This design comes from an exercise in tuning for small area and a short achievable clock period on the open sky130 flow, not from production work. No driver is modelled on the clock port, so clock power and skew are understated where the tree is cut down; a real chip needs a root buffer or a tree. No activity file was given, so power comes from the tool's default toggle rates.

## reservation_station
module reservation_station #(
    parameter RS_SIZE = 8,
    parameter PR_BITS = 6,
    parameter ROB_SIZE = 16,
    parameter ROB_BITS = $clog2(ROB_SIZE)
)(
    input  logic clk,
    input  logic rst,
    input  logic                  dispatch_en,
    input  logic [PR_BITS-1:0]    src1,
    input  logic [PR_BITS-1:0]    src2,
    input  logic [PR_BITS-1:0]    dst,
    input  logic                  src1_ready,
    input  logic                  src2_ready,
    input  logic                  use_imm,
    input  logic [31:0]           imm,
    input  logic [ROB_BITS-1:0]   alloc_rob_idx,
    input  logic                  dispatch_is_branch,
    input  logic [31:0]           dispatch_pc,
    input logic [1:0] dispatch_br_type,
    input  logic                  wb_valid,
    input  logic [PR_BITS-1:0]    wb_phys,
    input  logic                  issue_grant,
    output logic [1:0] issue_br_type,
    output logic                  issue_valid,
    output logic [PR_BITS-1:0]    issue_src1,
    output logic [PR_BITS-1:0]    issue_src2,
    output logic [PR_BITS-1:0]    issue_dst,
    output logic                  issue_use_imm,
    output logic [31:0]           issue_imm,
    output logic                  issue_is_branch,
    output logic [31:0]           issue_pc,
    output logic [ROB_BITS-1:0]   issue_rob_idx,
    output logic [$clog2(RS_SIZE)-1:0] issue_idx,
    output logic                  rs_full
);
For scale: roughly 800 flip-flops, ~200 I/O pins, ~29000 um^2 of cells after synthesis.
export LEC_CHECK = 0
export CAP_MARGIN = 20
export CORE_MARGIN = 2
export CORE_UTILIZATION = 75
export PLACE_DENSITY = 0.85
export SETUP_SLACK_MARGIN = 2.3
export SLEW_MARGIN = 20
export TNS_END_PERCENT = 5
create_clock -name core_clock -period 4.5 [get_ports {clk}]
standard.sh (not shown) runs the stock make flow with config.mk's settings and CLKGATE_MAP_FILE= SYNTH_SCRIPT=/design/flow/synth_recipe.tcl, a recipe that flattens the netlist after the stock synthesis.
==> flow/flow/run.sh <==
#!/bin/bash
# Standard ORFS layout, with plain buffers on the ports instead of the
# delay-cell buffers that buffer_ports picks by default.
set -euo pipefail
EXTRA=()
[[ -f flow/extra.mk ]] && while IFS= read -r l; do [[ -n "$l" ]] && EXTRA+=("$l"); done < flow/extra.mk
bash standard.sh "BUFFER_PORTS_ARGS=-buffer_cell sky130_fd_sc_hd__buf_1" "${EXTRA[@]}" finish > flow_standard.log 2>&1
==> flow/flow/extra.mk <==
CTS_ARGS=-sink_clustering_enable -repair_clock_nets -dont_use_dummy_load -sink_clustering_size 24 -sink_clustering_max_diameter 80
The starting point finished with timing, DRC and antenna clean.
Rerun with:
--- a/flow/config.mk
+++ b/flow/config.mk
@@ -9,4 +9,4 @@
 export CORE_MARGIN = 2
-export CORE_UTILIZATION = 75
-export PLACE_DENSITY = 0.85
+export CORE_UTILIZATION = 65
+export PLACE_DENSITY = 0.75
 export SETUP_SLACK_MARGIN = 2.3
The new run produced a clean layout.
Setup slack gets better by 45 ps.
Routed wire length came out lower by 2.4%.
Total power fell by 0.89%.
Non-clock buffer count falls by 3.
Cell area goes down by 0.58%.
Via count shrinks by 3.0%.
Global-route usage shrinks by 5.5 points.
Combinational power shrinks by 3.2%.
Rerun with:
==> flow/flow/run.sh (replaced) <==
#!/bin/bash
# Standard ORFS layout, with plain buffers on the ports instead of the
# delay-cell buffers that buffer_ports picks by default, extra settings from
# flow/extra.mk, and flow/post_cts.tcl run at the end of CTS.
set -euo pipefail
EXTRA=()
[[ -f flow/extra.mk ]] && while IFS= read -r l; do [[ -n "$l" ]] && EXTRA+=("$l"); done < flow/extra.mk
bash standard.sh "BUFFER_PORTS_ARGS=-buffer_cell sky130_fd_sc_hd__buf_1" "POST_CTS_TCL=$PWD/flow/post_cts.tcl" "${EXTRA[@]}" finish > flow_standard.log 2>&1
==> flow/flow/post_cts.tcl (new file) <==
set block [ord::get_db_block]
set root [$block findInst clkbuf_0_clk]
if {$root != "NULL"} {
  set in_net [[$root findITerm A] getNet]
  set out_net [[$root findITerm X] getNet]
  set loads {}
  foreach it [$out_net getITerms] {
    if {[$it getInst] != $root} { lappend loads $it }
  }
  if {[llength $loads] <= 4 && [llength [$out_net getBTerms]] == 0} {
    puts "post_cts: removing [$root getName], clock port now feeds [llength $loads] buffers"
    foreach it $loads {
      $it disconnect
      $it connect $in_net
    }
    odb::dbInst_destroy $root
    odb::dbNet_destroy $out_net
    estimate_parasitics -placement
    repair_timing_helper
    detailed_placement
    check_placement -verbose
  } else {
    puts "post_cts: root buffer kept ([llength $loads] loads)"
  }
}
Setup slack got worse by 86 ps.
Global-route usage came out lower by 0.13 points.
Cell area grows by 0.54%.
First-iteration DRC count rose by about 2.5%.
Flip-flop and latch count is unchanged.
No run of this note included a check of the RTL's function; only the layout flow was run.

afterwards: timing with drivers on the ports:
In the flow no input, the clock included, has a driving cell. The finished layouts below were timed again as built, in two steps.
Step 1: set_driving_cell puts a clkbuf_16 on clk and a buf_2 on each other input, an assumption about the parent block.
Step 2 times the ports against the registers' clock, not the clock port: input delays grow and output delays shrink by t, the midpoint of the rising clock arrivals with the driver on.
Slacks: ideal ports / drivers / drivers and shift; pairs: ideal ports / drivers.
run	shift t [ns]	setup WS [ns]	worst setup path at the end	clock arrival spread, ns	worst register clock-pin slew, ns
the first run	0.625	1.701 / 1.643 / 1.166	input to register	0.034 / 0.033	0.09 / 0.09
the second run	0.637	1.747 / 1.686 / 1.153	input to register	0.031 / 0.031	0.09 / 0.09
the third run	0.497	1.661 / 1.722 / 1.225	input to register	0.030 / 0.030	0.10 / 0.10
After both steps setup and hold are still met in every run listed. The setup slack of the second run, which loses most, moves by -0.061 ns with the drivers and by -0.594 ns with both steps.
